From an optimization exercise on the open Yosys and OpenROAD flow, aimed at small area; shortcuts taken in it are not production practice.
Function was checked by simulation only, so behaviour that the tests miss may differ from the original.
Power figures rest on the tool's default switching activity, not on a simulated workload.

**flow/flow/run.sh**
```bash
#!/bin/bash
# Own layout flow: the standard flow (standard.sh), with two changes to how
# the layout is made:
#  - clock tree: larger sink clusters and no dummy loads (CTS_ARGS)
#  - port buffers: the smallest buffer cell (BUFFER_PORTS_ARGS)
# Everything else (synthesis, floorplan, power grid, taps, placement, routing,
# finish) is the standard flow unchanged. Full tool logs stay under orfs/logs/;
# the make output goes to flow_make.log in the work folder.
set -euo pipefail
export CTS_ARGS="-sink_clustering_enable -repair_clock_nets -dont_use_dummy_load -buf_list sky130_fd_sc_hd__clkbuf_8"
export BUFFER_PORTS_ARGS="-buffer_cell sky130_fd_sc_hd__buf_1"
bash standard.sh > flow_make.log 2>&1
```
**flow/standard.sh**
```bash
#!/bin/bash
# synth_recipe.tcl (not shown) runs the flow's synth.tcl, then flattens the netlist and writes it again
# the make line also repeats each setting of config.mk as NAME=value (left out here)
make -C /OpenROAD-flow-scripts/flow DESIGN_CONFIG=/design/flow/config.mk WORK_HOME=/design/flow/orfs CLKGATE_MAP_FILE= SYNTH_SCRIPT=/design/flow/synth_recipe.tcl "${@:-finish}"
```
**flow/config.mk**
```make
export PLATFORM = sky130hd
export DESIGN_NAME = ddCapture
export DESIGN_NICKNAME = ddCapture
export VERILOG_FILES = /design/flow/design.v
export SDC_FILE = /design/flow/constraint.sdc
export NUM_CORES = 4
export LEC_CHECK = 0
export CAP_MARGIN = 20
export CORE_MARGIN = 2
export CORE_UTILIZATION = 65
export SLEW_MARGIN = 20
```
**flow/constraint.sdc**
```tcl
create_clock -name core_clock -period 25.0 [get_ports {clk}]
set_input_delay 5.0000 -clock core_clock [delete_from_list [all_inputs] [get_ports {clk}]]
set_output_delay 5.0000 -clock core_clock [all_outputs]
set_load 0.01 [all_outputs]
```
**flow/design.v**
```verilog
module adc128spiController (
input  wire        clk_40MHz,
input  wire [8:0]  pos,
output wire        spi_cs_n,
output wire        spi_sclk,
output wire        spi_din,
input  wire        spi_dout,
output wire [5:0]  shown
);
localparam integer LEN = 52;
assign spi_cs_n = (pos[7:0] == 8'd0);
assign spi_sclk = ~pos[3] & (pos[7:4] != 4'd0);
assign spi_din  = pos[8] & ~pos[7] & pos[6] & ~pos[5] & (pos[4] ^ pos[3]);
wire sample = (pos[3:0] == 4'd15) & (pos[7:6] != 2'd0);
wire first6 = ~pos[7] | ~(pos[6] | pos[5]);    
wire [3:0] ins;
assign ins[0] = sample & ~pos[8] &  first6;
assign ins[1] = sample & ~pos[8] & ~first6;
assign ins[2] = sample &  pos[8] &  first6;
assign ins[3] = sample &  pos[8] & ~first6;
reg [LEN-1:0] loop;
wire [LEN-1:0] prev = {loop[LEN-2:0], loop[LEN-1]};
always @(posedge clk_40MHz) begin
	loop    <= prev;
	loop[12] <= ins[0] ? spi_dout : prev[12];
	loop[3]  <= ins[1] ? spi_dout : prev[3];
	loop[6]  <= ins[2] ? spi_dout : prev[6];
	loop[49] <= ins[3] ? spi_dout : prev[49];
end
assign shown = {loop[0], loop[36], loop[20], loop[4], loop[40], loop[24]};
endmodule
module pcm1802Slave (
input  wire        clk_40MHz,
input  wire [8:0]  pos,
output wire        bck,
output wire        lrck,
output wire        scki,
input  wire        dout,
output wire [5:0]  left_g01,
output wire [5:0]  left_g2,
output wire [5:0]  left_g3,
output wire [5:0]  right_g02,
output wire [5:0]  right_g13
);
localparam integer LLEN = 29;
localparam integer RLEN = 25;
assign scki = pos[0];
assign bck  = pos[2];
assign lrck = pos[8] ^ (&pos[7:2]);    
wire sample = (pos[2:0] == 3'd3) & ~(pos[7] & pos[6]);
wire g0 = ~pos[7] & ~pos[6] & ~(pos[5] & pos[4]);
wire g3 = pos[7] & ~(~pos[6] & ~pos[5] & ~pos[4]);
wire lsample = sample & ~pos[8];
wire rsample = sample &  pos[8];
reg [LLEN-1:0] lloop;
reg [RLEN-1:0] rloop;
wire [LLEN-1:0] lprev = {lloop[LLEN-2:0], lloop[LLEN-1]};
wire [RLEN-1:0] rprev = {rloop[RLEN-2:0], rloop[RLEN-1]};
always @(posedge clk_40MHz) begin
	lloop     <= lprev;
	lloop[0]  <= (lsample &  g0) ? dout : lprev[0];
	lloop[18] <= (lsample & ~g0) ? dout : lprev[18];
	rloop     <= rprev;
	rloop[0]  <= (rsample &  g0) ? dout : rprev[0];
	rloop[19] <= (rsample & ~g0 & ~g3) ? dout : rprev[19];
	rloop[13] <= (rsample &  g3) ? dout : rprev[13];
end
assign left_g01  = {lloop[24], lloop[16], lloop[8],  lloop[0],  lloop[21], lloop[13]};
assign left_g2   = {lloop[6],  lloop[27], lloop[19], lloop[11], lloop[3],  lloop[24]};
assign left_g3   = {lloop[17], lloop[9],  lloop[1],  lloop[22], lloop[14], lloop[6]};
assign right_g02 = {rloop[19], rloop[11], rloop[3],  rloop[20], rloop[12], rloop[4]};
assign right_g13 = {rloop[16], rloop[8],  rloop[0],  rloop[17], rloop[9],  rloop[1]};
endmodule
module dataGenerator (
	input nReset,
	input clock,
	input [8:0] pos,          
	input frame1,             
	input frame2,             
	input [9:0] adc_databus,
	input testModeFlag,
	input seqLoad,           
	input [5:0] adc_shown,         
	input [5:0] pcm_left_g01,
	input [5:0] pcm_left_g2,
	input [5:0] pcm_left_g3,
	input [5:0] pcm_right_g02,
	input [5:0] pcm_right_g13,
	output [15:0] dataOut
);
reg [9:0] adcData;
reg [9:0] testData;
reg [47:0] sequenceCount;
reg [5:0] top_6_bits;
localparam [191:0] SYNC_PATTERN = 192'hDDDF20251015DDDF20251015DDDF20251016FEDCBA987654;
assign dataOut[15:10] = top_6_bits;
assign dataOut[9:0] = testModeFlag ? testData : adcData;
genvar b;
wire        in_sync = ~(pos[8] | pos[7] | pos[6] | pos[5]);                 
wire        in_aud  = ~(pos[8] | pos[7] | pos[6]) & pos[5] & ~pos[4];        
wire        in_seq  = pos[8] | pos[7] | pos[6] | (pos[5] & pos[4]);         
reg [5:0] sync_field;
always @(*) begin
	case (pos[4:0])
		5'd0: sync_field = SYNC_PATTERN[5:0];
		5'd1: sync_field = SYNC_PATTERN[11:6];
		5'd2: sync_field = SYNC_PATTERN[17:12];
		5'd3: sync_field = SYNC_PATTERN[23:18];
		5'd4: sync_field = SYNC_PATTERN[29:24];
		5'd5: sync_field = SYNC_PATTERN[35:30];
		5'd6: sync_field = SYNC_PATTERN[41:36];
		5'd7: sync_field = SYNC_PATTERN[47:42];
		5'd8: sync_field = SYNC_PATTERN[53:48];
		5'd9: sync_field = SYNC_PATTERN[59:54];
		5'd10: sync_field = SYNC_PATTERN[65:60];
		5'd11: sync_field = SYNC_PATTERN[71:66];
		5'd12: sync_field = SYNC_PATTERN[77:72];
		5'd13: sync_field = SYNC_PATTERN[83:78];
		5'd14: sync_field = SYNC_PATTERN[89:84];
		5'd15: sync_field = SYNC_PATTERN[95:90];
		5'd16: sync_field = SYNC_PATTERN[101:96];
		5'd17: sync_field = SYNC_PATTERN[107:102];
		5'd18: sync_field = SYNC_PATTERN[113:108];
		5'd19: sync_field = SYNC_PATTERN[119:114];
		5'd20: sync_field = SYNC_PATTERN[125:120];
		5'd21: sync_field = SYNC_PATTERN[131:126];
		5'd22: sync_field = SYNC_PATTERN[137:132];
		5'd23: sync_field = SYNC_PATTERN[143:138];
		5'd24: sync_field = SYNC_PATTERN[149:144];
		5'd25: sync_field = SYNC_PATTERN[155:150];
		5'd26: sync_field = SYNC_PATTERN[161:156];
		5'd27: sync_field = SYNC_PATTERN[167:162];
		5'd28: sync_field = SYNC_PATTERN[173:168];
		5'd29: sync_field = SYNC_PATTERN[179:174];
		5'd30: sync_field = SYNC_PATTERN[185:180];
		5'd31: sync_field = SYNC_PATTERN[191:186];
	endcase
end
wire [7:0]  seq_sel;
wire [15:0] aud_sel;
generate
	for (b = 0; b < 8; b = b + 1) begin : seq_sels
		assign seq_sel[b] = in_seq & (pos[2:0] == b);
	end
	for (b = 0; b < 16; b = b + 1) begin : aud_sels
		assign aud_sel[b] = in_aud & (pos[3:0] == b);
	end
endgenerate
wire adc_on = frame2;
wire pl_on  = frame2;
wire pr_on  = frame1;
wire [5:0] field =
	({6{in_sync}} & sync_field) |
	({6{seq_sel[0]}} & sequenceCount[5:0]) |
	({6{seq_sel[1]}} & sequenceCount[11:6]) |
	({6{seq_sel[2]}} & sequenceCount[17:12]) |
	({6{seq_sel[3]}} & sequenceCount[23:18]) |
	({6{seq_sel[4]}} & sequenceCount[29:24]) |
	({6{seq_sel[5]}} & sequenceCount[35:30]) |
	({6{seq_sel[6]}} & sequenceCount[41:36]) |
	({6{seq_sel[7]}} & sequenceCount[47:42]) |
	({6{(aud_sel[0] | aud_sel[1] | aud_sel[2] | aud_sel[3]) & adc_on}} & adc_shown) |
	({6{(aud_sel[6] | aud_sel[7]) & pl_on}} & pcm_left_g01) |
	({6{aud_sel[8] & pl_on}} & pcm_left_g2) |
	({6{aud_sel[9] & pl_on}} & pcm_left_g3) |
	({6{(aud_sel[10] | aud_sel[12]) & pr_on}} & pcm_right_g02) |
	({6{(aud_sel[11] | aud_sel[13]) & pr_on}} & pcm_right_g13);
wire        seq_inc = in_seq & (pos[2:0] == 3'd7);
wire [48:0] seq_carry;
wire [10:0] test_carry;
assign seq_carry[0]  = seq_inc;
assign test_carry[0] = 1'b1;
generate
	for (b = 0; b < 48; b = b + 1) begin : seq_add
		assign seq_carry[b+1] = seq_carry[b] & sequenceCount[b];
	end
	for (b = 0; b < 10; b = b + 1) begin : test_add
		assign test_carry[b+1] = test_carry[b] & testData[b];
	end
endgenerate
always @ (posedge clock, negedge nReset) begin
	if (!nReset) begin
		adcData <= 10'd0;
		testData <= 10'd0;
		sequenceCount <= 48'd0;
		top_6_bits <= 6'd0;
	end else begin
		adcData <= adc_databus;
		if (testData == 10'd1020)
			testData <= 10'd0;
		else
			testData <= testData ^ test_carry[9:0];
		top_6_bits <= field;
		if (seqLoad)
			sequenceCount <= {sequenceCount[37:0], adc_databus};
		else
			sequenceCount <= sequenceCount ^ seq_carry[47:0];
	end
end
endmodule
module ddCapture (
	input         clk,           
	input         nReset,        
	input  [9:0]  adc_databus,   
	input         testMode,      
	input         seqLoad,       
	input         adc128_sdat,   
	input         pcm_dout,      
	output [15:0] dataOut,       
	output        adc128_cs_n,
	output        adc128_sclk,
	output        adc128_din,
	output        pcm_bck,
	output        pcm_lrck,
	output        pcm_scki
);
reg [8:0] pos;
reg       frame1, frame2;
wire [9:0] pos_carry;
assign pos_carry[0] = 1'b1;
genvar i;
generate for (i = 0; i < 9; i = i + 1) begin : pos_inc
	assign pos_carry[i+1] = pos_carry[i] & pos[i];
end endgenerate
wire [8:0] pos_next = pos ^ pos_carry[8:0];
always @(posedge clk or negedge nReset) begin
	if (!nReset) begin
		pos    <= 9'd0;
		frame1 <= 1'b0;
		frame2 <= 1'b0;
	end else begin
		pos <= pos_next;
		if (pos == 9'd511) begin
			frame1 <= 1'b1;
			frame2 <= frame1;
		end
	end
end
wire [5:0]  adc_shown;
wire [5:0]  pcm_left_g01, pcm_left_g2, pcm_left_g3, pcm_right_g02, pcm_right_g13;
adc128spiController audioController0 (
	.clk_40MHz(clk),
	.pos(pos),
	.spi_dout(adc128_sdat),
	.spi_cs_n(adc128_cs_n),
	.spi_sclk(adc128_sclk),
	.spi_din(adc128_din),
	.shown(adc_shown)
);
pcm1802Slave pcm1802_0 (
	.clk_40MHz(clk),
	.pos(pos),
	.bck(pcm_bck),
	.lrck(pcm_lrck),
	.scki(pcm_scki),
	.dout(pcm_dout),
	.left_g01(pcm_left_g01),
	.left_g2(pcm_left_g2),
	.left_g3(pcm_left_g3),
	.right_g02(pcm_right_g02),
	.right_g13(pcm_right_g13)
);
dataGenerator dataGenerator0 (
	.nReset(nReset),
	.clock(clk),
	.pos(pos),
	.frame1(frame1),
	.frame2(frame2),
	.adc_databus(adc_databus),
	.testModeFlag(testMode),
	.seqLoad(seqLoad),
	.adc_shown(adc_shown),
	.pcm_left_g01(pcm_left_g01),
	.pcm_left_g2(pcm_left_g2),
	.pcm_left_g3(pcm_left_g3),
	.pcm_right_g02(pcm_right_g02),
	.pcm_right_g13(pcm_right_g13),
	.dataOut(dataOut)
);
endmodule
```
==> flow_summary_export.csv, run 1 <==
group,metric,value,unit
setup_path,reg2reg_from,"pos[1]",
job,maxCapViolCount,0,
cts,h-tree-depth,4,
die,die_h,109,um
setup_path,crit_top_cell,"ha_1",
power_and_ir_drop,vdd_ir_drop_max,0.0590,mV
die,dieArea,11900,um^2
timing,min_period,11.07,ns
cts,post_cts.repair.setup_buffers,0,
setup_path,cp-start-kind,"flip-flop",
outcome,status,"finished clean",
power_and_ir_drop,finalPower,0.526,mW
drt,vias_per_cell,5.97,
cts,cts-buffers-inserted,17,
cts,ctsResizeCount,0,
cts,cts-root-buf,"clkbuf_8",
finish,fillCellCount,729,
logic_synthesis,netlist_instances,524,
logic_synthesis,ys_seq_area_share,59.3,%
drt,wl,13.7,mm
global_route,grt_pass1_vias,4261,
finish,diodes,0,
logic_synthesis,synth_cell_types,56,
cts,clockBufferDepth,2,
timing,fin_crit_sh,44.3,%
place,hpwl,9.83,mm
logic_synthesis,yosys_most_used_dff,"dfxtp_1",
global_route,antenna_found_initial,0,
place,io_buffers,37,
die,boundaryPins,38,
cts,clock_sinks,191,
global_route,track_usage,25.2,%
finish,drive_gt1_share,17.6,%
logic_synthesis,synth_nets,610,
logic_synthesis,synthesis.area,7170,um^2
cts,hold_buffers,0,
power_and_ir_drop,powerDensity,68.8,nW/um^2
die,core_area,10800,um^2
setup_path,crit_start,"pos[1]",
setup_path,cpMaxStageDelayCell,"dfrtp_1",
logic_synthesis,netlist.area_leader.share,29.7,%
timing,clock_skew,0.0336,ns
timing,rsz0062_at_grt,"false",
timing,tightestPinTransition,1.05,ns
finish,final_cells,698,
cts,cts.clk_slew.worst_paths,0.10,ns
timing,fmax,90.3,MHz
logic_synthesis,syn_avg_cell_area,13.7,um^2
cts,cts_tree,"done",
logic_synthesis,synth_edf_count,0,
drt,drt_iter0_markers,307,
worst_hold_path,min_path_type,"flip-flop to flip-flop",
setup_path,critPathArrivalTime,11.41,ns
timing,hold_viol,0,
setup_path,critPathMaxFanout,9,
logic_synthesis,ys_ff_latch,191,
cts,clock_latency,0.46,ns
finish,layout_commonest_cell,"dfxtp_1",
drt,vias,4170,
drt,antenna_left,0,
setup_path,critPathMaxStageDelay,0.46,ns
place,place_congestion,0.868,
finish,final_cell_mix,"dfxtp_1 (106), dfrtp_1 (85), ha_1 (70), mux2_2 (68), buf_1 (35)",
finish,syn_to_final_growth,6.79,%
drt,wire_per_inst,19.7,um
global_route,grt_max_degree,82,
timing,slew_headroom,30.2,%
logic_synthesis,yosysTopAreaCell,"dfrtp_1",
logic_synthesis,ys_warn_count,4,
finish,fin_nets,646,
drt,drc,0,
global_route,grt_pass1_wl,21.9,mm
place,place_inst,681,
die,fp-row-count,38,
power_and_ir_drop,p_leak,3.36,nW
logic_synthesis,synth_area_leaders,"dfrtp_1 (30%), dfxtp_1 (30%), ha_1 (12%)",
setup_path,cp-end-kind,"flip-flop",
timing,finalSetupTns,0,ns
logic_synthesis,async_flop_share,44.5,%
timing,setup_viol,0,
timing,slew_viol_final,0,
worst_hold_path,hold_start,"audioController0.loop[26]",
setup_path,cp.required,25.34,ns
die,start_util,66.4,%
drt,dr.pass1.iters,5,
global_route,overflow,0,
die,die_x,109,um
setup_path,critPathKind,"flip-flop to flip-flop",
cells by family (layout without fill, tap and decap cells):
kind of cell    after synthesis  after routing  synth area share, %
compound gates               77             77                 8.43
xor+xnor                      5              5                0.611
fa+ha+maj                    70             70                 12.2
buf+inv                      32             66                 1.78
flops                       191            191                 59.3
mux                          73             73                 11.9
simple gates                 76             76                 5.79
cell type report:
class	count	area [um^2]	share of cell area (%)
tap	140	175	2.29
timing repair buffer	39	163	2.12
clock buffer	17	234	3.06
inverter	10	37.5	0.490
multi-input combinational	301	2800	36.5
sequential	191	4250	55.5
worst max-delay path, delay by kind of cell, from the launching register on:
kind | cells | cell delay [ns]
and+or+nand+nor | 1 | 0.19
DFF | 1 | 0.46
adders and majority gates | 49 | 10.08
muxes | 1 | 0.26
where the power goes:
| group | switching [mW] | internal, mW |
|---|---|---|
| logic | 0.0177 | 0.0208 |
| registers | 0.0170 | 0.324 |
| clock network | 0.0871 | 0.0602 |
worst paths after layout:
check                                              endpoint  slack, ns  cells past startpoint
max                        dataGenerator0.sequenceCount[46]      13.93                     51
min                               audioController0.loop[27]       0.29                      0
max reg2reg                dataGenerator0.sequenceCount[46]      13.93                     51
min reg2reg                       audioController0.loop[27]       0.29                      0
max in group asynchronous  dataGenerator0.sequenceCount[45]      19.68                      2
min in group asynchronous                            pos[7]       4.38                      1
through the flow:
stage	area [um^2]	setup WS, ns	utilization, %	hold WS (ns)
floorplan	7170	14.28	-	0.310
global placement	7410	14.07	68.7	0.310
detailed placement	7410	13.99	68.7	0.313
CTS	7650	13.91	70.9	0.291
global route	7660	13.46	70.9	0.296
finish	7660	13.93	70.9	0.294
cells in the mapped netlist (3+ instances only):
library cell	count
inv_1	9
buf_1	6
dfxtp_1	106
ha_1	70
xnor2_1	3
and2_1	4
nand3_1	4
a21oi_1	8
mux4_2	3
a32oi_1	3
clkbuf_1	15
nand2_1	13
a22o_1	10
nand4_1	3
nand2b_1	6
nor4_1	3
nor3_1	7
nor2_1	13
a222oi_1	6
nor2b_1	11
dfrtp_1	85
a22oi_1	19
a2bb2oi_1	5
mux2_2	68
o21ai_0	5
per-layer routing:
metal	global-route usage [%]	part of all wire, %	vias up
met1	33.5	45	2047
li1	-	-	1983
met2	40.2	48	126
met3	6.46	4.8	14
met5	0	0	-
met4	8.70	1.6	0
sequential cells by signal (all words and copies together), names as in the netlist:
signal,flops
dataGenerator0.sequenceCount,48
dataGenerator0.testData,10
frame2,1
pcm1802_0.lloop,29
dataGenerator0.adcData,10
pcm1802_0.rloop,25
frame1,1
audioController0.loop,52
dataGenerator0.top_6_bits,6
pos,9
==> run 2, diff against run 1 <==
--- a/flow/config.mk
+++ b/flow/config.mk
@@ -7,5 +7,5 @@
 export LEC_CHECK = 0
 export CAP_MARGIN = 20
 export CORE_MARGIN = 2
-export CORE_UTILIZATION = 65
+export CORE_UTILIZATION = 40
 export SLEW_MARGIN = 20
==> flow_summary_export.csv, run 2 <==
group,metric,value,unit
global_route,grt_max_degree,74,
logic_synthesis,yosysMostFrequentCell,"dfxtp_1",
die,start_util,41.2,%
logic_synthesis,netlist_instances,524,
finish,final_cells,784,
logic_synthesis,netlist.area_leader.share,29.7,%
timing,slew_viol_final,0,
setup_path,cp-end-kind,"flip-flop",
place,hpwl,10.3,mm
global_route,track_usage,16.8,%
timing,finalSetupTns,0,ns
logic_synthesis,yosys_most_used_dff,"dfxtp_1",
timing,hold_viol,0,
logic_synthesis,synth_top_family_by_area,"adder cells",
global_route,met2_usage,27.1,%
global_route,grt_pass1_vias,4475,
setup_path,critPathArrivalTime,11.41,ns
cts,cts.clk_slew.worst_paths,0.10,ns
logic_synthesis,syn_avg_cell_area,13.7,um^2
finish,fillCellCount,1572,
die,die_x,138,um
setup_path,critPathKind,"flip-flop to flip-flop",
cts,cts-root-buf,"clkbuf_8",
drt,drc,0,
cts,clockBufferDepth,2,
logic_synthesis,muxShareOfSynthArea,11.9,%
finish,drive_gt1_share,17.7,%
setup_path,cpMaxStageDelayCell,"dfrtp_1",
timing,setup_viol,0,
logic_synthesis,synthSimpleGateAreaFrac,5.79,%
logic_synthesis,synth_compound_area_share,8.43,%
finish,final_cell_mix,"dfxtp_1 (106), dfrtp_1 (85), ha_1 (70), mux2_2 (68), buf_1 (35)",
logic_synthesis,ys_ff_latch,191,
setup_path,cp-start-kind,"flip-flop",
place,place_inst,767,
die,core_area,17400,um^2
drt,antenna_left,0,
drt,drt_iter0_markers,273,
outcome,status,"finished clean",
logic_synthesis,synth_nets,610,
setup_path,cp.required,25.36,ns
setup_path,critPathMaxStageDelay,0.46,ns
logic_synthesis,synth_commonest_cells,"dfxtp_1 (106), dfrtp_1 (85), ha_1 (70), mux2_2 (68), a22oi_1 (19)",
place,place_congestion,0.848,
timing,clock_skew,0.0459,ns
die,die_h,138,um
drt,wire_per_inst,18.8,um
timing,slew_headroom,31.8,%
die,fp-row-count,48,
logic_synthesis,synthesis.area,7170,um^2
die,dieArea,19000,um^2
finish,syn_to_final_growth,8.32,%
place,io_buffers,37,
finish,reg.largest.list,"audioController0.loop x52, dataGenerator0.sequenceCount x48, pcm1802_0.lloop x29",
cts,post_cts.repair.setup_buffers,0,
cts,cts-buffers-inserted,17,
logic_synthesis,synth_edf_count,0,
timing,rsz0062_at_grt,"false",
logic_synthesis,synth_area_leaders,"dfrtp_1 (30%), dfxtp_1 (30%), ha_1 (12%)",
global_route,top_usage_layer,"met2",
logic_synthesis,synth_cell_types,56,
finish,largest_register,"audioController0.loop",
cts,cts_tree,"done",
timing,tightestPinTransition,1.02,ns
setup_path,crit_top_cell,"ha_1",
finish,fin_nets,647,
cts,ctsResizeCount,0,
drt,vias_per_cell,5.34,
logic_synthesis,ys_warn_count,4,
cts,h-tree-depth,4,
timing,min_period,11.05,ns
global_route,use_met3,4.39,%
timing,fmax,90.5,MHz
logic_synthesis,synth_fa_ha_area_share,12.2,%
global_route,antenna_found_initial,0,
drt,dr.pass1.iters,5,
power_and_ir_drop,powerDensity,68.1,nW/um^2
power_and_ir_drop,vdd_ir_drop_max,0.0575,mV
logic_synthesis,async_flop_share,44.5,%
finish,diodes,0,
logic_synthesis,synth-xor-area-share,0.611,%
drt,vias,4184,
finish,largest_register_ffs,52,
global_route,grt_pass1_wl,23.9,mm
global_route,grt_use_met1,21.9,%
job,maxCapViolCount,0,
worst_hold_path,min_path_type,"flip-flop to flip-flop",
logic_synthesis,yosysTopAreaCell,"dfrtp_1",
cts,hold_buffers,0,
cts,clock_latency,0.46,ns
cts,clock_sinks,191,
drt,wl,14.7,mm
die,boundaryPins,38,
global_route,overflow,0,
setup_path,critPathMaxFanout,9,
finish,layout_commonest_cell,"dfxtp_1",
logic_synthesis,ys_seq_area_share,59.3,%
power_and_ir_drop,p_leak,3.36,nW
timing,fin_crit_sh,44.2,%
run 2: cell counts after synthesis:
No cell type changed its count.
run 2: final cells by class:
cell class / instances / area [um^2] / share of cell area (%)
clock buffer: 17 / 234 / 3.01
sequential: 191 / 4250 / 54.7
multi-input combinational: 301 / 2800 / 36.0
timing repair buffer: 40 / 166 / 2.14
inverter: 10 / 37.5 / 0.483
tap: 225 / 282 / 3.62
run 2: stage by stage:
step	setup WS [ns]	power [mW]	utilization (%)	area [um^2]	hold WS, ns
floorplan	14.28	0.365	-	7170	0.310
global placement	14.07	0.387	43.2	7530	0.310
detailed placement	13.92	0.386	43.2	7530	0.312
CTS	13.94	0.535	44.6	7760	0.275
global route	13.46	0.552	44.6	7770	0.277
finish	13.95	0.529	44.6	7770	0.273
run 2: worst max-delay path, delay by kind of cell (launching register included):
family / cells / cell delay, ns
adders and majority gates: 49 / 10.06
DFF: 1 / 0.46
muxes: 1 / 0.26
and+or+nand+nor: 1 / 0.19
run 2: routing by layer:
layer  up-vias  routed length (um)
li1       1966                   -
met3        16                 589
met1      2111                6780
met5         -                   0
met4         0                 222
met2        91                7120
run 2: cells by family (layout without fill, tap and decap cells):
group	Yosys count	in the layout
flip-flops	191	191
AO/OA/AOI/OAI	77	77
AND/OR/NAND/NOR	76	76
multiplexers	73	73
adder cells (fa/ha/maj)	70	70
buffers and inverters	32	67
XOR/XNOR	5	5
run 2: final timing paths:
kind | start | end | slack, ns | cells after the start
worst max-delay path | pos[1] | dataGenerator0.sequenceCount[46] | 13.95 | 51
worst min-delay path | audioController0.loop[27] | audioController0.loop[28] | 0.27 | 0
worst max register to register | pos[1] | dataGenerator0.sequenceCount[46] | 13.95 | 51
worst min register to register | audioController0.loop[27] | audioController0.loop[28] | 0.27 | 0
max in group asynchronous | nReset | dataGenerator0.sequenceCount[45] | 19.37 | 2
min in group asynchronous | nReset | dataGenerator0.top_6_bits[5] | 4.42 | 1
run 2: report_power, final:
part / leakage (nW) / switching [mW] / internal, mW
Combinational: 1.36 / 0.0178 / 0.0207
Clock: 0.122 / 0.0893 / 0.0602
Sequential: 1.88 / 0.0173 / 0.324
==> run 3, diff against run 2 <==
--- a/flow/design.v
+++ b/flow/design.v
@@ -94,7 +94,8 @@
 reg [5:0] top_6_bits;
 localparam [191:0] SYNC_PATTERN = 192'hDDDF20251015DDDF20251015DDDF20251016FEDCBA987654;
 assign dataOut[15:10] = top_6_bits;
-assign dataOut[9:0] = testModeFlag ? testData : adcData;
+wire adc_valid = frame1 | (pos != 9'd0);
+assign dataOut[9:0] = testModeFlag ? testData : (adcData & {10{adc_valid}});
 genvar b;
 wire        in_sync = ~(pos[8] | pos[7] | pos[6] | pos[5]);                 
 wire        in_aud  = ~(pos[8] | pos[7] | pos[6]) & pos[5] & ~pos[4];        
@@ -178,14 +179,14 @@
 		assign test_carry[b+1] = test_carry[b] & testData[b];
 	end
 endgenerate
+always @(posedge clock)
+	adcData <= adc_databus;
 always @ (posedge clock, negedge nReset) begin
 	if (!nReset) begin
-		adcData <= 10'd0;
 		testData <= 10'd0;
 		sequenceCount <= 48'd0;
 		top_6_bits <= 6'd0;
 	end else begin
-		adcData <= adc_databus;
 		if (testData == 10'd1020)
 			testData <= 10'd0;
 		else
==> flow_summary_export.csv, run 3 <==
group,metric,value,unit
setup_path,critPathMaxFanout,13,
cts,cts.clk_slew.worst_paths,0.11,ns
timing,hold_viol,0,
setup_path,reg2reg_to,"dataGenerator0.sequenceCount[46]",
cts,clockBufferDepth,2,
logic_synthesis,ys_warn_count,4,
logic_synthesis,synth_commonest_cells,"dfxtp_1 (116), dfrtp_1 (75), ha_1 (70), mux2_2 (61), nand2_1 (18)",
setup_path,crit_top_cell,"ha_1",
drt,highest_layer,"met4",
power_and_ir_drop,vdd_ir_drop_max,0.0559,mV
finish,largest_register_ffs,52,
finish,diodes,0,
die,start_util,41.1,%
worst_hold_path,holdPathStages,0,
finish,drive_gt1_share,16.7,%
drt,wl,15.4,mm
timing,finalSetupTns,0,ns
setup_path,crit_buf_inv,0,
place,io_buffers,37,
finish,layout_commonest_cell,"dfxtp_1",
cts,cts_tree,"done",
global_route,grt_max_degree,50,
power_and_ir_drop,finalPower,0.531,mW
outcome,status,"finished clean",
timing,clock_skew,0.0244,ns
timing,setup_viol,0,
finish,syn_to_final_growth,8.31,%
logic_synthesis,async_flop_share,39.3,%
setup_path,rrSetupSlack,13.90,ns
cts,h-tree-depth,4,
setup_path,reg2reg_from,"pos[1]",
cts,clock_sinks,191,
global_route,track_usage,17.5,%
finish,fin_nets,657,
drt,drt_iter0_markers,416,
drt,wire_per_inst,19.4,um
logic_synthesis,synth_area_leaders,"dfxtp_1 (33%), dfrtp_1 (26%), ha_1 (12%)",
setup_path,cp-end-kind,"flip-flop",
timing,min_period,11.10,ns
die,dieArea,18900,um^2
drt,vias,4278,
timing,tightestPinTransition,0.811,ns
finish,reg.largest.list,"audioController0.loop x52, dataGenerator0.sequenceCount x48, pcm1802_0.lloop x29",
job,maxCapViolCount,0,
worst_hold_path,holdPathEnd,"audioController0.loop[32]",
timing,rsz0062_at_grt,"false",
timing,fmax,90.1,MHz
die,die_h,138,um
logic_synthesis,yosysMostFrequentCell,"dfxtp_1",
die,core_area,17400,um^2
drt,dr.pass1.iters,5,
cts,clock_latency,0.48,ns
logic_synthesis,synth_edf_count,0,
timing,slew_viol_final,0,
timing,fin_crit_sh,44.4,%
drt,vias_per_cell,5.39,
setup_path,critPathArrivalTime,11.45,ns
global_route,grt_pass1_wl,24.3,mm
setup_path,cpMaxStageDelayCell,"dfrtp_1",
global_route,grt_pass1_vias,4431,
logic_synthesis,synth_cell_types,49,
power_and_ir_drop,p_leak,3.31,nW
logic_synthesis,synthesis.area,7140,um^2
die,boundaryPins,38,
global_route,overflow,0,
cts,ctsResizeCount,0,
logic_synthesis,syn_avg_cell_area,13.3,um^2
setup_path,r2r_cells,51,
worst_hold_path,hold_start,"audioController0.loop[31]",
global_route,antenna_found_initial,0,
die,die_x,138,um
drt,antenna_left,0,
place,place_congestion,0.950,
logic_synthesis,ys_ff_latch,191,
place,hpwl,11.1,mm
worst_hold_path,min_path_type,"flip-flop to flip-flop",
setup_path,critPathMaxStageDelay,0.44,ns
timing,holdWs,0.303,ns
setup_path,cp.depth,51,
logic_synthesis,netlist.area_leader.share,32.5,%
setup_path,critPathTopFamily,"adder cells",
drt,drc,0,
cts,hold_buffers,0,
logic_synthesis,netlist_instances,535,
timing,slew_headroom,46.0,%
finish,largest_register,"audioController0.loop",
drt,wl_met1,7.19,mm
finish,final_cell_mix,"dfxtp_1 (116), dfrtp_1 (75), ha_1 (70), mux2_2 (61), buf_1 (35)",
drt,wl_met3,753,um
setup_path,cp.required,25.36,ns
cts,post_cts.repair.setup_buffers,0,
drt,wl_met2,7.20,mm
logic_synthesis,synth_nets,621,
power_and_ir_drop,powerDensity,68.6,nW/um^2
setup_path,critPathKind,"flip-flop to flip-flop",
die,fp-row-count,48,
cts,cts-buffers-inserted,17,
logic_synthesis,yosysTopAreaCell,"dfxtp_1",
setup_path,cp-start-kind,"flip-flop",
logic_synthesis,ys_seq_area_share,58.8,%
logic_synthesis,yosys_most_used_dff,"dfxtp_1",
cts,cts-root-buf,"clkbuf_8",
run 3: cell types whose count changed after synthesis, sizes merged, moves of 4 or more:
cell / delta
dfrtp: -10
nand3: +10
a22oi: -8
nand4: +8
clkbuf: -5
dfxtp: +10
buf: +7
a22o: +6
a2bb2oi: -5
inv: +4
mux2: -7
nand2b: -4
nand2: +5
run 3: worst max-delay path by stage:
stage,from,end
after floorplan,testMode,dataOut[0]
final,pos[1],dataGenerator0.sequenceCount[46]
after global routing,pos[1],dataGenerator0.sequenceCount[46]
after CTS,pos[1],dataGenerator0.sequenceCount[46]
after global placement,testMode,dataOut[6]
after detailed placement,pos[0],dataGenerator0.sequenceCount[46]
run 3: layer usage:
metal	track usage (%)	vias up
li1	-	2017
met5	0	-
met1	23.0	2111
met2	27.8	129
met3	4.75	21
met4	6.47	0
run 3: where the power goes:
part | total (mW) | leakage (nW) | switching (mW) | internal [mW]
registers | 0.342 | 1.85 | 0.0181 | 0.324
logic | 0.0389 | 1.34 | 0.0182 | 0.0207
clock network | 0.150 | 0.122 | 0.0900 | 0.0602
run 3: logic make-up after synthesis:
logic type	Yosys count	share of synthesized area, %
DFF	191	58.8
buffers and inverters	37	2.10
muxes	67	11.2
and+or+nand+nor	88	6.40
AOI/OAI and AO/OA	77	8.64
xor gates and xnor gates	5	0.614
adders and majority gates	70	12.3
run 3: worst register-to-register path, delay by kind of cell (launching register included):
kind | cells | cell delay, ns
adders and majority gates | 49 | 10.16
DFF | 1 | 0.44
muxes | 1 | 0.25
and+or+nand+nor | 1 | 0.19
run 3: layout make-up:
class / count / area [um^2]
Timing Repair Buffer: 41 / 174
Tap cell: 225 / 282
Fill cell: 1576 / 9620
Inverter: 13 / 48.8
Sequential cell: 191 / 4200
Clock buffer: 17 / 234
Multi-Input combinational cell: 307 / 2800
run 3: stage by stage:
| step | instances | worst slack (ns) | utilization, % | instance area (um^2) |
|---|---|---|---|---|
| final | 794 | 13.90 | 44.6 | 7730 |
| after CTS | 794 | 13.88 | 44.5 | 7730 |
| after detailed placement | 777 | 13.92 | 43.2 | 7490 |
| after global routing | 794 | 13.40 | 44.6 | 7730 |
| after global placement | 777 | 13.99 | 43.2 | 7490 |
| after floorplan | 535 | 14.52 | - | 7140 |
==> run 4, diff against run 3 <==
==> flow/flow/run.sh (replaced) <==
#!/bin/bash
# Own layout flow: the standard flow (standard.sh) with three changes to
# how the layout is made; the floorplan, power grid, taps, placement, routing
# and finish are the standard flow's, unchanged.
#  - synthesis: synth_recipe.tcl unchanged, except that the final ABC mapping
#    uses flow/abc_area.script (area-oriented mapping) instead of ORFS's speed
#    script. Registers are mapped by the same steps, so they keep their names
#    and cell types.
#  - clock tree: no dummy loads, clkbuf_8 buffers (CTS_ARGS)
#  - port buffers: the smallest buffer cell (BUFFER_PORTS_ARGS)
# Tool logs stay under orfs/logs/; make's output goes to flow_make.log.
set -euo pipefail
here=$(pwd)
export CTS_ARGS="-sink_clustering_enable -repair_clock_nets -dont_use_dummy_load -buf_list sky130_fd_sc_hd__clkbuf_8"
export BUFFER_PORTS_ARGS="-buffer_cell sky130_fd_sc_hd__buf_1"
{
  echo "proc abc {args} { set i [lsearch -exact \$args -script]; if {\$i >= 0} { lset args [expr {\$i + 1}] $here/flow/abc_area.script }; yosys abc {*}\$args }"
  cat synth_recipe.tcl
} > flow_synth.tcl
grep -q "SYNTH_SCRIPT=$here/synth_recipe.tcl" standard.sh
sed "s#SYNTH_SCRIPT=$here/synth_recipe.tcl#SYNTH_SCRIPT=$here/flow_synth.tcl#" standard.sh > flow_standard.sh
bash flow_standard.sh > flow_make.log 2>&1
==> flow/flow/abc_area.script (new file) <==
strash
dch -f
map -a
strash
dch -f
map -a
topo
stime -c
==> flow_summary_export.csv, run 4 <==
group,metric,value,unit
cts,post_cts.repair.setup_buffers,0,
setup_path,critPathTopFamily,"adder cells",
job,maxCapViolCount,0,
timing,fin_crit_sh,44.6,%
setup_path,critPathMaxFanout,7,
logic_synthesis,netlist_instances,666,
place,io_buffers,37,
logic_synthesis,netlist.area_leader.share,33.5,%
setup_path,rrSetupSlack,13.86,ns
timing,tightestPinTransition,0.970,ns
die,fp-row-count,48,
logic_synthesis,synthesis.area,6940,um^2
timing,slew_headroom,35.3,%
outcome,status,"finished clean",
logic_synthesis,ys_ff_latch,191,
die,die_x,136,um
cts,cts.clk_slew.worst_paths,0.08,ns
logic_synthesis,yosysMostFrequentCell,"nand2_1",
die,start_util,40.6,%
finish,syn_to_final_growth,10.3,%
cts,h-tree-depth,4,
logic_synthesis,synth_edf_count,0,
die,die_h,136,um
logic_synthesis,async_flop_share,39.3,%
cts,cts-root-buf,"clkbuf_8",
drt,antenna_left,0,
cts,clock_latency,0.47,ns
finish,final_cell_mix,"nand2_1 (158), dfxtp_1 (116), dfrtp_1 (75), ha_1 (70), nor2_1 (63)",
logic_synthesis,ys_seq_area_share,60.5,%
finish,fin_nets,811,
timing,fmax,89.7,MHz
setup_path,critPathArrivalTime,11.45,ns
setup_path,cp.depth,55,
global_route,grt_max_degree,76,
finish,fin_util,44.7,%
setup_path,cp.required,25.31,ns
setup_path,cp-start-kind,"flip-flop",
setup_path,cpMaxStageDelayCell,"dfrtp_1",
timing,finalSetupTns,0,ns
power_and_ir_drop,finalPower,0.508,mW
drt,vias,4788,
finish,reg.largest.list,"audioController0.loop x52, dataGenerator0.sequenceCount x48, pcm1802_0.lloop x29",
setup_path,critPathMaxStageDelay,0.44,ns
finish,fillCellCount,1671,
cts,clockBufferDepth,2,
finish,regArea,4200,um^2
timing,min_period,11.14,ns
cts,hold_buffers,0,
setup_path,critPathKind,"flip-flop to flip-flop",
setup_path,crit_top_cell,"ha_1",
timing,rsz0062_at_grt,"false",
setup_path,r2r_cells,55,
place,dp_slack,13.92,ns
drt,drc,0,
power_and_ir_drop,powerDensity,66.4,nW/um^2
timing,setup_viol,0,
logic_synthesis,synth_cell_types,26,
drt,drt_iter0_markers,396,
logic_synthesis,synth_nets,752,
power_and_ir_drop,vdd_ir_drop_max,0.0318,mV
timing,slew_viol_final,0,
global_route,grt_pass1_wl,25.0,mm
logic_synthesis,synth_area_leaders,"dfxtp_1 (33%), dfrtp_1 (27%), ha_1 (13%)",
global_route,overflow,0,
die,dieArea,18400,um^2
place,hpwl,11.2,mm
logic_synthesis,yosysTopAreaCell,"dfxtp_1",
timing,clock_skew,0.0319,ns
logic_synthesis,yosys_most_used_dff,"dfxtp_1",
timing,holdWs,0.311,ns
finish,diodes,0,
cts,clock_sinks,191,
logic_synthesis,syn_avg_cell_area,10.4,um^2
finish,largest_register_ffs,52,
logic_synthesis,synth_commonest_cells,"nand2_1 (158), dfxtp_1 (116), dfrtp_1 (75), ha_1 (70), nor2_1 (63)",
global_route,track_usage,17.8,%
die,core_area,17100,um^2
cts,cts_tree,"done",
cts,cts-buffers-inserted,17,
finish,layout_commonest_cell,"nand2_1",
timing,hold_viol,0,
setup_path,crit_buf_inv,2,
finish,multiInputGateArea,2540,um^2
place,place_congestion,0.971,
cts,ctsResizeCount,0,
drt,vias_per_cell,5.05,
drt,wire_per_inst,15.9,um
global_route,antenna_found_initial,0,
worst_hold_path,min_path_type,"flip-flop to flip-flop",
finish,drive_gt1_share,3.87,%
power_and_ir_drop,p_leak,3.51,nW
die,boundaryPins,38,
drt,dr.pass1.iters,5,
drt,wl,15.1,mm
worst_hold_path,holdPathStages,0,
setup_path,cp-end-kind,"flip-flop",
finish,largest_register,"audioController0.loop",
timing,finalWorstSetupSlack,13.86,ns
global_route,grt_pass1_vias,4887,
logic_synthesis,ys_warn_count,4,
-- run 4: cell count changes after synthesis, moves of 17 or more --
cell	before	now
nand2_1	18	158
mux2_2	61	0
clkinv_1	0	56
nor2_1	14	63
o21ai_0	6	26
a221oi_1	0	17
-- run 4: per-layer routing --
metal / routed length [um] / track usage, %
met1: 6970 / 23.8
met5: 0 / 0
met3: 743 / 4.19
met2: 7040 / 28.2
met4: 342 / 6.94
-- run 4: area by class of cell --
type                       instances  area share [%]
tap                              225            3.68
timing repair buffer              40            2.44
sequential                       191            54.9
multi-input combinational        419            33.2
inverter                          56            2.75
clock buffer                      17            3.06
-- run 4: worst reg2reg max path: cells and delay by family, from the launching register on --
family / cells / cell delay, ns
adder cells (fa/ha/maj): 47 / 9.36
AND/OR/NAND/NOR: 5 / 0.91
buffers and inverters: 2 / 0.21
AO/OA/AOI/OAI: 1 / 0.06
flip-flops: 1 / 0.44
-- run 4: power breakdown --
group / total (mW) / switching [mW] / internal [mW]
sequential: 0.329 / 0.0112 / 0.317
combinational: 0.0286 / 0.0181 / 0.0105
clock: 0.151 / 0.0910 / 0.0602
total: 0.508 / 0.120 / 0.388
-- run 4: logic make-up (layout without fill, tap and decap cells) --
group           count (synthesis)  in the layout  synth area share, %
buf+inv                        56            113                 3.03
compound gates                 90             90                 8.78
fa+ha+maj                      70             70                 12.6
xor+xnor                        4              4                0.505
flops                         191            191                 60.5
simple gates                  255            255                 14.6
-- run 4: through the flow --
| step | std cells | cell area, um^2 |
|---|---|---|
| 2_1_floorplan | 666 | 6940 |
| 3_3_place_gp | 930 | 7380 |
| 3_5_place_dp | 930 | 7380 |
| 4_1_cts | 947 | 7620 |
| 5_1_grt | 948 | 7650 |
| 6_report | 948 | 7650 |
-- run 4: path summary, 6_finish.rpt --
check | end | start
min in group asynchronous | dataGenerator0.top_6_bits[2] | nReset
max in group asynchronous | frame2 | nReset
worst max-delay path | dataGenerator0.sequenceCount[46] | pos[7]
worst max register to register | dataGenerator0.sequenceCount[46] | pos[7]
worst min-delay path | pcm1802_0.lloop[11] | pcm1802_0.lloop[10]
worst min register to register | pcm1802_0.lloop[11] | pcm1802_0.lloop[10]
==> run 5, diff against run 4 <==
==> flow/flow/abc_area.script (replaced) <==
strash
&get -n
&st
&synch2
&nf
&put
strash
dch -f
map -a
topo
stime -c
==> flow_summary_export.csv, run 5 <==
group,metric,value,unit
outcome,status,"finished clean",
logic_synthesis,synth_commonest_cells,"nand2_1 (177), dfxtp_1 (116), dfrtp_1 (75), ha_1 (70), nor2_1 (53)",
setup_path,cp-start-kind,"flip-flop",
die,fp-row-count,48,
cts,clock_sinks,191,
die,start_util,40.5,%
power_and_ir_drop,vdd_ir_drop_max,0.0391,mV
setup_path,critPathMaxStageDelay,0.67,ns
logic_synthesis,netlist.area_leader.share,33.5,%
power_and_ir_drop,powerDensity,66.5,nW/um^2
timing,holdWs,0.290,ns
drt,antenna_left,0,
timing,clock_skew,0.0421,ns
logic_synthesis,ys_seq_area_share,60.6,%
die,boundaryPins,38,
drt,highest_layer,"met4",
timing,fin_crit_sh,45.5,%
worst_hold_path,min_path_type,"flip-flop to flip-flop",
cts,cts.clk_slew.worst_paths,0.11,ns
power_and_ir_drop,switching_power,0.117,mW
logic_synthesis,yosysTopAreaCell,"dfxtp_1",
finish,stdcell_area,7600,um^2
setup_path,critPathKind,"flip-flop to flip-flop",
job,maxCapViolCount,0,
place,place_congestion,0.927,
global_route,grt_pass1_wl,24.7,mm
logic_synthesis,synth_edf_count,0,
timing,fmax,87.8,MHz
setup_path,critPathTopFamily,"adder cells",
cts,cts_tree,"done",
power_and_ir_drop,switching_share,23.2,%
finish,diodes,0,
cts,hold_buffers,0,
logic_synthesis,netlist_instances,664,
finish,layout_commonest_cell,"nand2_1",
timing,finalSetupTns,0,ns
global_route,antenna_found_initial,0,
setup_path,crit_buf_inv,0,
logic_synthesis,yosysMostFrequentCell,"nand2_1",
setup_path,cp.required,25.28,ns
setup_path,crit_top_cell,"ha_1",
drt,wl_met3,753,um
global_route,grt_max_degree,76,
cts,h-tree-depth,4,
setup_path,critPathArrivalTime,11.67,ns
global_route,grt_pass1_vias,4854,
cts,clock_latency,0.47,ns
logic_synthesis,synth_cell_types,26,
drt,wire_per_inst,15.6,um
die,core_area,17100,um^2
timing,hold_viol,0,
power_and_ir_drop,p_leak,3.55,nW
logic_synthesis,synthesis.area,6930,um^2
logic_synthesis,synth_area_leaders,"dfxtp_1 (34%), dfrtp_1 (27%), ha_1 (13%)",
power_and_ir_drop,power_frac_seq,65.1,%
logic_synthesis,async_flop_share,39.3,%
power_and_ir_drop,finalPower,0.505,mW
logic_synthesis,yosys_most_used_dff,"dfxtp_1",
timing,slew_headroom,31.2,%
drt,dr.pass1.iters,5,
die,die_h,136,um
timing,slew_viol_final,0,
timing,rsz0062_at_grt,"false",
power_and_ir_drop,p_comb_share,5.5,%
cts,post_cts.repair.setup_buffers,0,
power_and_ir_drop,power.share.clock,29.4,%
logic_synthesis,ys_ff_latch,191,
finish,largest_register_ffs,52,
drt,vias_per_cell,5.08,
cts,ctsResizeCount,0,
place,place_area,7360,um^2
drt,drt_iter0_markers,492,
logic_synthesis,syn_avg_cell_area,10.4,um^2
setup_path,cpMaxStageDelayCell,"nor2_1",
drt,vias,4792,
die,dieArea,18400,um^2
drt,wl_met2,6.81,mm
die,die_x,136,um
finish,syn_to_final_growth,9.72,%
drt,wl_met1,6.87,mm
timing,tightestPinTransition,1.02,ns
global_route,overflow,0,
setup_path,cp-end-kind,"flip-flop",
logic_synthesis,synth_nets,750,
power_and_ir_drop,p_int,0.388,mW
finish,fin_nets,807,
cts,cts-buffers-inserted,17,
timing,setup_viol,0,
place,io_buffers,37,
finish,reg.largest.list,"audioController0.loop x52, dataGenerator0.sequenceCount x48, pcm1802_0.lloop x29",
drt,wl,14.7,mm
global_route,track_usage,17.6,%
finish,drive_gt1_share,3.48,%
logic_synthesis,ys_warn_count,4,
finish,final_cell_mix,"nand2_1 (177), dfxtp_1 (116), dfrtp_1 (75), ha_1 (70), nor2_1 (53)",
place,hpwl,10.9,mm
finish,largest_register,"audioController0.loop",
cts,cts-root-buf,"clkbuf_8",
drt,drc,0,
setup_path,critPathMaxFanout,10,
cts,clockBufferDepth,2,
timing,min_period,11.39,ns
==> run 5: cell count changes after synthesis, sizes merged, moves of 8 or more <==
cell / delta
nor2: -10
a221oi: -11
o21ai: -8
a22oi: +24
nand2: +19
nor3: +8
nand3: -8
clkinv: -13
==> run 5: cell type report <==
class / count / area (um^2)
clock buffers: 17 / 234
fillers: 1640 / 9520
inverters: 43 / 161
multi-input cells: 430 / 2570
flip-flops and latches: 191 / 4200
well taps: 225 / 282
repair buffers: 38 / 151
==> run 5: logic make-up (layout without fill, tap and decap cells) <==
group,after synthesis,in the layout,synth area share [%]
xor+xnor,4,4,0.506
compound gates,89,89,8.51
buf+inv,43,98,2.33
flops,191,191,60.6
simple gates,267,267,15.4
fa+ha+maj,70,70,12.6
==> run 5: power groups by stage <==
stage          clock (mW)  sequential [mW]  combinational, mW
2_1_floorplan           0            0.330             0.0165
3_3_place_gp            0            0.335             0.0279
3_5_place_dp            0            0.335             0.0283
4_1_cts             0.155            0.329             0.0284
5_1_grt             0.169            0.330             0.0329
6_report            0.149            0.329             0.0278
==> run 5: metal layers <==
layer  vias up  GRT usage, %
li1       2357             -
met3        30          4.71
met4         0          5.73
met5         -             0
met2       142          27.4
met1      2263          23.9
==> run 5: final timing paths <==
path,from,endpoint,slack [ns],cells past startpoint
max,pos[7],dataGenerator0.sequenceCount[47],13.61,53
min,audioController0.loop[14],audioController0.loop[15],0.29,0
max reg2reg,pos[7],dataGenerator0.sequenceCount[47],13.61,53
min reg2reg,audioController0.loop[14],audioController0.loop[15],0.29,0
max in group asynchronous,nReset,dataGenerator0.sequenceCount[38],19.69,1
min in group asynchronous,nReset,dataGenerator0.top_6_bits[2],4.68,1
==> run 5: per-stage QoR <==
step | util, % | instances | setup slack, ns
final | 44.4 | 944 | 13.61
after global routing | 44.4 | 944 | 13.09
after CTS | 44.4 | 944 | 13.68
after detailed placement | 43.0 | 927 | 13.69
after global placement | 43.0 | 927 | 13.98
after floorplan | - | 664 | 14.51
==> run 6, diff against run 5 <==
==> flow/flow/abc_area.script (replaced) <==
strash
&get -n
&st
&synch2
&nf
&put
strash
dch -f
amap
topo
stime -c
==> flow_summary_export.csv, run 6 <==
group,metric,value,unit
outcome,status,"finished clean",
die,boundaryPins,38,
logic_synthesis,synth_edf_count,0,
logic_synthesis,synth_commonest_cells,"dfxtp_1 (116), dfrtp_1 (75), ha_1 (70), o22a_1 (46), nor2_1 (44)",
global_route,antenna_found_initial,0,
setup_path,cp-start-kind,"flip-flop",
finish,reg.largest.list,"audioController0.loop x52, dataGenerator0.sequenceCount x48, pcm1802_0.lloop x29",
logic_synthesis,netlist_instances,550,
logic_synthesis,synth_nets,636,
logic_synthesis,synthSimpleGateAreaFrac,7.86,%
global_route,grt_max_degree,76,
setup_path,rrSetupSlack,13.67,ns
timing,tightestPinTransition,1.07,ns
drt,vias_per_cell,5.32,
setup_path,reg2reg_from,"pos[4]",
worst_hold_path,holdPathStages,0,
logic_synthesis,synth_fa_ha_area_share,12.9,%
logic_synthesis,ys_warn_count,4,
finish,fin_nets,696,
drt,wire_per_inst,17.9,um
cts,cts_tree,"done",
die,die_x,134,um
cts,clock_latency,0.45,ns
timing,finalSetupTns,0,ns
setup_path,crit_top_cell,"ha_1",
die,core_area,16600,um^2
cts,ctsResizeCount,0,
timing,rsz0062_at_grt,"false",
place,hpwl,10.6,mm
timing,slew_headroom,28.0,%
global_route,grt_pass1_wl,24.0,mm
logic_synthesis,synth_compound_area_share,15.5,%
power_and_ir_drop,finalPower,0.508,mW
timing,clock_skew,0.0324,ns
setup_path,critPathMaxStageDelay,0.52,ns
logic_synthesis,synth-xor-area-share,0,%
place,io_buffers,37,
timing,setup_viol,0,
logic_synthesis,yosys_most_used_dff,"dfxtp_1",
power_and_ir_drop,vdd_ir_drop_max,0.0381,mV
logic_synthesis,synth_cell_types,35,
die,dieArea,18000,um^2
finish,largest_register,"audioController0.loop",
drt,wl,14.8,mm
drt,vias,4404,
finish,final_cell_mix,"dfxtp_1 (116), dfrtp_1 (75), ha_1 (70), o22a_1 (46), nor2_1 (44)",
cts,post_cts.repair.setup_buffers,0,
finish,drive_gt1_share,3.95,%
finish,diodes,0,
cts,cts-root-buf,"clkbuf_8",
setup_path,cp-end-kind,"flip-flop",
power_and_ir_drop,p_leak,3.11,nW
logic_synthesis,synthesis.area,6780,um^2
drt,drc,0,
cts,clock_sinks,191,
setup_path,critPathKind,"flip-flop to flip-flop",
drt,dr.pass1.iters,8,
setup_path,cpMaxStageDelayCell,"nor2_1",
logic_synthesis,ys_seq_area_share,62.0,%
finish,syn_to_final_growth,10.4,%
setup_path,cp.required,25.32,ns
setup_path,r2r_cells,53,
logic_synthesis,yosysTopAreaCell,"dfxtp_1",
power_and_ir_drop,powerDensity,67.8,nW/um^2
logic_synthesis,ys_ff_latch,191,
logic_synthesis,async_flop_share,39.3,%
cts,h-tree-depth,4,
setup_path,cp.depth,53,
logic_synthesis,synth_top_family_by_area,"compound AO/OA/AOI/OAI gates",
finish,largest_register_ffs,52,
finish,final_cells,828,
setup_path,critPathTopFamily,"adder cells",
timing,fmax,88.3,MHz
timing,slew_viol_final,0,
logic_synthesis,syn_avg_cell_area,12.3,um^2
setup_path,crit_buf_inv,1,
logic_synthesis,muxShareOfSynthArea,0,%
global_route,track_usage,17.5,%
logic_synthesis,yosysMostFrequentCell,"dfxtp_1",
setup_path,critPathArrivalTime,11.65,ns
setup_path,crit_end,"dataGenerator0.sequenceCount[46]",
timing,fin_crit_sh,45.3,%
drt,antenna_left,0,
finish,layout_commonest_cell,"dfxtp_1",
cts,cts.clk_slew.worst_paths,0.08,ns
setup_path,reg2reg_to,"dataGenerator0.sequenceCount[46]",
cts,clockBufferDepth,2,
global_route,grt_pass1_vias,4428,
die,die_h,134,um
setup_path,crit_start,"pos[4]",
cts,cts-buffers-inserted,17,
die,fp-row-count,47,
setup_path,critPathMaxFanout,10,
timing,hold_viol,0,
worst_hold_path,min_path_type,"flip-flop to flip-flop",
die,start_util,40.9,%
cts,hold_buffers,0,
job,maxCapViolCount,0,
logic_synthesis,netlist.area_leader.share,34.3,%
place,place_congestion,0.942,
global_route,overflow,0,
logic_synthesis,synth_area_leaders,"dfxtp_1 (34%), dfrtp_1 (28%), ha_1 (13%)",
timing,min_period,11.33,ns
place,place_inst,810,
drt,drt_iter0_markers,397,
run 6: cell types whose count changed after synthesis, sizes merged, moves of 5 or more:
cell	previous run	this run
nor2	53	44
nand2	177	31
nand4	10	4
o21ai	18	13
a222oi	0	10
nand3	9	4
nor2b	0	11
clkinv	43	32
o22a	0	46
a22oi	28	10
run 6: how the worst min path moves through the flow:
stage | slack, ns | endpoint | start
after global placement | 0.31 | pcm1802_0.lloop[13] | pcm1802_0.lloop[12]
after floorplan | 0.31 | audioController0.loop[0] | audioController0.loop[51]
after detailed placement | 0.31 | audioController0.loop[15] | audioController0.loop[14]
final | 0.31 | audioController0.loop[26] | audioController0.loop[25]
after global routing | 0.30 | audioController0.loop[26] | audioController0.loop[25]
after CTS | 0.31 | audioController0.loop[26] | audioController0.loop[25]
run 6: report_power, final:
group / internal [mW] / leakage [nW] / total (mW) / switching (mW)
clock network: 0.0602 / 0.122 / 0.149 / 0.0884
registers: 0.318 / 1.80 / 0.329 / 0.0114
logic: 0.0140 / 1.19 / 0.0298 / 0.0158
run 6: area by class of cell:
type,count,area (um^2)
multi-input combinational,327,2460
sequential,191,4200
timing repair buffer,41,194
tap,220,275
clock buffer,17,234
inverter,32,120
fill,1569,9100
run 6: worst reg2reg max path: cells and delay by family, from the launching register on:
| family | cells | cell delay (ns) |
|---|---|---|
| simple gates | 4 | 1.11 |
| compound gates | 1 | 0.21 |
| buf+inv | 1 | 0.11 |
| flops | 1 | 0.45 |
| fa+ha+maj | 47 | 9.34 |
run 6: metrics by stage:
step	hold slack (ns)	util (%)	instance area [um^2]	worst slack, ns
global placement	0.311	43.5	7220	13.94
CTS	0.308	44.9	7450	13.67
global route	0.304	45.1	7490	13.15
floorplan	0.310	-	6780	14.38
detailed placement	0.312	43.5	7220	13.69
finish	0.307	45.1	7490	13.67
run 6: kinds of logic after synthesis:
kind of cell | after synthesis
AO/OA/AOI/OAI | 139
buffers and inverters | 32
AND/OR/NAND/NOR | 118
adder cells (fa/ha/maj) | 70
flip-flops | 191
run 6: layer usage:
metal | track usage [%] | vias to the layer above | wire [um]
met1 | 24.2 | 2151 | 7090
met3 | 4.69 | 17 | 600
met4 | 5.20 | 0 | 206
met5 | 0 | - | 0
met2 | 27.1 | 93 | 6900
li1 | - | 2143 | -
==> run 7, diff against run 6 <==
==> flow/flow/abc_area.script (replaced) <==
strash
&get -n
&st
&synch2
&nf
&put
strash
dc2
dch -f
amap -E 0.5
topo
stime -c
==> flow_summary_export.csv, run 7 <==
group,metric,value,unit
timing,finalSetupTns,0,ns
cts,ctsResizeCount,0,
worst_hold_path,min_path_type,"flip-flop to flip-flop",
power_and_ir_drop,p_leak,3.30,nW
drt,vias,4389,
setup_path,cp-start-kind,"input pin",
global_route,overflow,0,
logic_synthesis,synth_fa_ha_area_share,13.0,%
drt,drt_iter0_markers,397,
logic_synthesis,ys_seq_area_share,62.4,%
finish,layout_commonest_cell,"dfxtp_1",
setup_path,critPathKind,"input pin to output port",
global_route,grt_pass1_wl,23.7,mm
logic_synthesis,synth_top_family_by_area,"compound AO/OA/AOI/OAI gates",
cts,cts-buffers-inserted,17,
cts,clock_sinks,191,
drt,drc,0,
finish,diodes,0,
die,fp-row-count,47,
logic_synthesis,synthSimpleGateAreaFrac,6.31,%
timing,hold_viol,0,
logic_synthesis,ys_ff_latch,191,
setup_path,cpMaxStageDelayCell,"clkinv_1",
cts,clock_latency,0.46,ns
setup_path,cp-end-kind,"output port",
logic_synthesis,synth_nets,602,
setup_path,crit_buf_inv,3,
cts,hold_buffers,0,
logic_synthesis,netlist_instances,516,
timing,slew_headroom,28.3,%
place,io_buffers,37,
finish,final_cells,791,
logic_synthesis,synth_compound_area_share,16.7,%
drt,wire_per_inst,18.3,um
global_route,antenna_found_initial,0,
finish,largest_register,"audioController0.loop",
drt,vias_per_cell,5.55,
logic_synthesis,yosysMostFrequentCell,"dfxtp_1",
outcome,status,"finished clean",
timing,clock_skew,0.0364,ns
power_and_ir_drop,vdd_ir_drop_max,0.0400,mV
finish,fin_nets,659,
cts,post_cts.repair.setup_buffers,0,
die,dieArea,17900,um^2
logic_synthesis,netlist.area_leader.share,34.5,%
logic_synthesis,synthesis.area,6720,um^2
setup_path,critPathTopFamily,"buffers and inverters",
drt,wl,14.5,mm
timing,tightestPinTransition,1.07,ns
finish,syn_to_final_growth,10.2,%
logic_synthesis,ys_warn_count,4,
logic_synthesis,syn_avg_cell_area,13.0,um^2
place,place_inst,774,
die,core_area,16500,um^2
cts,clockBufferDepth,2,
finish,fin_util,44.8,%
die,die_x,134,um
timing,fmax,89.2,MHz
global_route,grt_pass1_vias,4358,
global_route,grt_max_degree,76,
logic_synthesis,muxShareOfSynthArea,0,%
timing,min_period,11.21,ns
setup_path,crit_chain,"buf_1 -> clkinv_1 -> a32o_1 -> buf_1",
timing,finalWorstSetupSlack,13.79,ns
setup_path,critPathMaxStageDelay,0.37,ns
finish,largest_register_ffs,52,
drt,antenna_left,0,
job,maxCapViolCount,0,
die,die_h,134,um
cts,cts-root-buf,"clkbuf_8",
logic_synthesis,synth_cell_types,39,
logic_synthesis,yosys_most_used_dff,"dfxtp_1",
global_route,track_usage,17.2,%
finish,final_cell_mix,"dfxtp_1 (116), dfrtp_1 (75), ha_1 (70), a22o_1 (53), buf_1 (35)",
die,start_util,40.7,%
logic_synthesis,synth_edf_count,0,
logic_synthesis,synth_area_leaders,"dfxtp_1 (35%), dfrtp_1 (28%), ha_1 (13%)",
finish,drive_gt1_share,4.20,%
logic_synthesis,synth-xor-area-share,0,%
cts,cts_tree,"done",
timing,fin_crit_sh,44.8,%
power_and_ir_drop,powerDensity,68.1,nW/um^2
timing,rsz0062_at_grt,"false",
drt,dr.pass1.iters,7,
logic_synthesis,async_flop_share,39.3,%
setup_path,critPathArrivalTime,6.21,ns
timing,setup_viol,0,
cts,h-tree-depth,4,
timing,slew_viol_final,0,
place,hpwl,10.4,mm
place,dp_slack,13.82,ns
logic_synthesis,yosysTopAreaCell,"dfxtp_1",
logic_synthesis,synth_commonest_cells,"dfxtp_1 (116), dfrtp_1 (75), ha_1 (70), a22o_1 (53), clkinv_1 (28)",
setup_path,cp.required,20.00,ns
finish,reg.largest.list,"audioController0.loop x52, dataGenerator0.sequenceCount x48, pcm1802_0.lloop x29",
die,boundaryPins,38,
setup_path,critPathMaxFanout,11,
cts,cts.clk_slew.worst_paths,0.10,ns
setup_path,crit_top_cell,"buf_1",
place,place_congestion,0.921,
## run 7: logic make-up after synthesis
kind of cell	count (synthesis)
buffers and inverters	28
AOI/OAI and AO/OA	136
and+or+nand+nor	91
DFF	191
adders and majority gates	70
## run 7: final cells by class
class                   count  area (um^2)
fillers                  1500         9120
flip-flops and latches    191         4200
multi-input cells         297         2440
well taps                 220          275
clock buffers              17          234
repair buffers             38          151
inverters                  28          105
## run 7: power by group
group	internal (mW)	switching [mW]	leakage [nW]
clock network	0.0602	0.0882	0.122
logic	0.0133	0.0144	1.28
registers	0.317	0.0112	1.90
total	0.391	0.114	3.30
## run 7: per-stage QoR
stage | cell area (um^2) | hold slack [ns] | total power, mW
after global placement | 7150 | 0.310 | 0.362
after global routing | 7410 | 0.291 | 0.529
after CTS | 7390 | 0.293 | 0.510
after floorplan | 6720 | 0.310 | 0.347
after detailed placement | 7160 | 0.312 | 0.363
final | 7410 | 0.292 | 0.505
## run 7: routing by layer
layer / vias up / GRT usage (%) / routed length (um)
met5: - / 0 / 0
met4: 0 / 6.50 / 335
met3: 27 / 4.83 / 758
met2: 127 / 25.8 / 6640
met1: 2176 / 23.8 / 6770
li1: 2059 / - / -
## run 7: path summary, 6_finish.rpt
check / depth (start not counted) / slack (ns) / from / endpoint
max in group asynchronous: 1 / 19.64 / nReset / dataGenerator0.sequenceCount[42]
min in group asynchronous: 1 / 4.72 / nReset / dataGenerator0.sequenceCount[6]
max: 4 / 13.79 / testMode / dataOut[7]
max reg2reg: 51 / 13.85 / pos[1] / dataGenerator0.sequenceCount[46]
min reg2reg: 0 / 0.29 / pcm1802_0.rloop[14] / pcm1802_0.rloop[15]
min: 0 / 0.29 / pcm1802_0.rloop[14] / pcm1802_0.rloop[15]
==> run 8, diff against run 7 <==
==> flow/flow/abc_area.script (replaced) <==
strash
&get -n
&st
&synch2
&nf
&put
strash
dc2
dch -f
amap -F 4 -A 4
topo
stime -c
==> flow_summary_export.csv, run 8 <==
group,metric,value,unit
cts,hold_buffers,0,
finish,syn_to_final_growth,9.96,%
die,die_h,134,um
die,dieArea,17900,um^2
setup_path,reg2reg_to,"dataGenerator0.sequenceCount[47]",
setup_path,critPathArrivalTime,6.13,ns
drt,vias_per_cell,5.48,
setup_path,rrSetupSlack,14.02,ns
drt,vias,4425,
cts,cts.clk_slew.worst_paths,0.11,ns
cts,post_cts.repair.setup_buffers,0,
drt,wire_per_inst,18.1,um
die,boundaryPins,38,
drt,antenna_left,0,
place,io_buffers,37,
drt,dr.pass1.iters,6,
die,core_area,16500,um^2
logic_synthesis,ys_ff_latch,191,
job,maxCapViolCount,0,
timing,hold_viol,0,
timing,slew_headroom,30.7,%
logic_synthesis,synth_nets,619,
setup_path,critPathKind,"input pin to output port",
finish,fin_nets,676,
finish,diodes,0,
global_route,met2_usage,26.3,%
timing,slew_viol_final,0,
setup_path,cp-end-kind,"output port",
setup_path,reg2reg_from,"pos[4]",
timing,rsz0062_at_grt,"false",
drt,wl,14.7,mm
setup_path,cp.required,20.00,ns
setup_path,crit_start,"testMode",
timing,holdWs,0.307,ns
logic_synthesis,synth_commonest_cells,"dfxtp_1 (116), dfrtp_1 (75), ha_1 (70), a22o_1 (45), clkinv_1 (36)",
finish,layout_commonest_cell,"dfxtp_1",
timing,fmax,89.8,MHz
outcome,status,"finished clean",
global_route,grt_max_degree,76,
logic_synthesis,async_flop_share,39.3,%
setup_path,cp-start-kind,"input pin",
setup_path,r2r_cells,53,
timing,setup_viol,0,
timing,tightestPinTransition,1.03,ns
finish,fillCellCount,1534,
global_route,use_met3,5.14,%
die,die_x,134,um
power_and_ir_drop,p_leak,3.30,nW
drt,drt_iter0_markers,477,
timing,finalSetupTns,0,ns
global_route,track_usage,17.5,%
setup_path,critPathMaxFanout,13,
die,start_util,40.8,%
cts,h-tree-depth,4,
power_and_ir_drop,vdd_ir_drop_max,0.0513,mV
logic_synthesis,yosysMostFrequentCell,"dfxtp_1",
logic_synthesis,yosys_most_used_dff,"dfxtp_1",
global_route,top_usage_layer,"met2",
place,place_congestion,0.926,
logic_synthesis,synth_cell_types,35,
logic_synthesis,syn_avg_cell_area,12.7,um^2
place,dp_slack,13.87,ns
global_route,grt_use_met1,24.2,%
global_route,antenna_found_initial,0,
cts,clockBufferDepth,2,
timing,finalWorstSetupSlack,13.87,ns
logic_synthesis,synth_area_leaders,"dfxtp_1 (34%), dfrtp_1 (28%), ha_1 (13%)",
cts,ctsResizeCount,0,
finish,reg.largest.list,"audioController0.loop x52, dataGenerator0.sequenceCount x48, pcm1802_0.lloop x29",
cts,clock_latency,0.47,ns
die,fp-row-count,47,
==> run 8: cells by family after synthesis <==
kind of cell	count (synthesis)	synth area share, %
AO/OA/AOI/OAI	141	16.2
adder cells (fa/ha/maj)	70	13.0
buffers and inverters	36	2.00
flip-flops	191	62.2
AND/OR/NAND/NOR	95	6.55
==> run 8: how the worst min path moves through the flow <==
stage	from	endpoint	slack (ns)	cells after the start
3_3_place_gp	audioController0.loop[25]	audioController0.loop[26]	0.31	0
3_5_place_dp	audioController0.loop[31]	audioController0.loop[32]	0.31	0
6_report	audioController0.loop[51]	audioController0.loop[0]	0.31	0
5_1_grt	audioController0.loop[51]	audioController0.loop[0]	0.31	0
4_1_cts	audioController0.loop[14]	audioController0.loop[15]	0.31	0
2_1_floorplan	audioController0.loop[51]	audioController0.loop[0]	0.31	0
==> run 8: per-layer routing <==
metal	wire length [um]	up-vias
met1	6740	2141
met4	250	0
met5	0	-
met3	1020	23
met2	6650	166
li1	-	2095
==> run 8: area by class of cell <==
| cell class | count | area, um^2 | area share [%] |
|---|---|---|---|
| Sequential cell | 191 | 4200 | 56.6 |
| Multi-Input combinational cell | 306 | 2420 | 32.7 |
| Tap cell | 220 | 275 | 3.71 |
| Clock buffer | 17 | 234 | 3.15 |
| Timing Repair Buffer | 38 | 151 | 2.04 |
| Inverter | 36 | 135 | 1.82 |
==> run 8: stage by stage <==
step                      power (mW)  std cells  area, um^2  utilization [%]
after floorplan                0.347        533        6750                -
after global placement         0.364        791        7170             43.4
after detailed placement       0.365        791        7170             43.4
after CTS                      0.512        808        7410             44.8
after global routing           0.528        808        7420             44.9
final                          0.507        808        7420             44.9
==> run 8: worst max-delay path, stage by stage <==
cell and delay (ns):
buf_1 0.37, clkinv_1 0.32, a32o_1 0.32, buf_1 0.12
==> run 8: report_power, final <==
group	internal [mW]	switching [mW]	leakage (nW)	total (mW)
sequential	0.318	0.0124	1.90	0.330
clock	0.0602	0.0887	0.122	0.149
combinational	0.0130	0.0151	1.28	0.0281
total	0.391	0.116	3.30	0.507

Re-timed with assumed drivers on the ports (clkbuf_16 on the clock, buf_2 on other inputs), run 8 has 13.843 ns of setup slack against 13.867 ns with ideal ports, and 13.843 ns once port delays also move by the mid clock arrival of 0.489 ns.
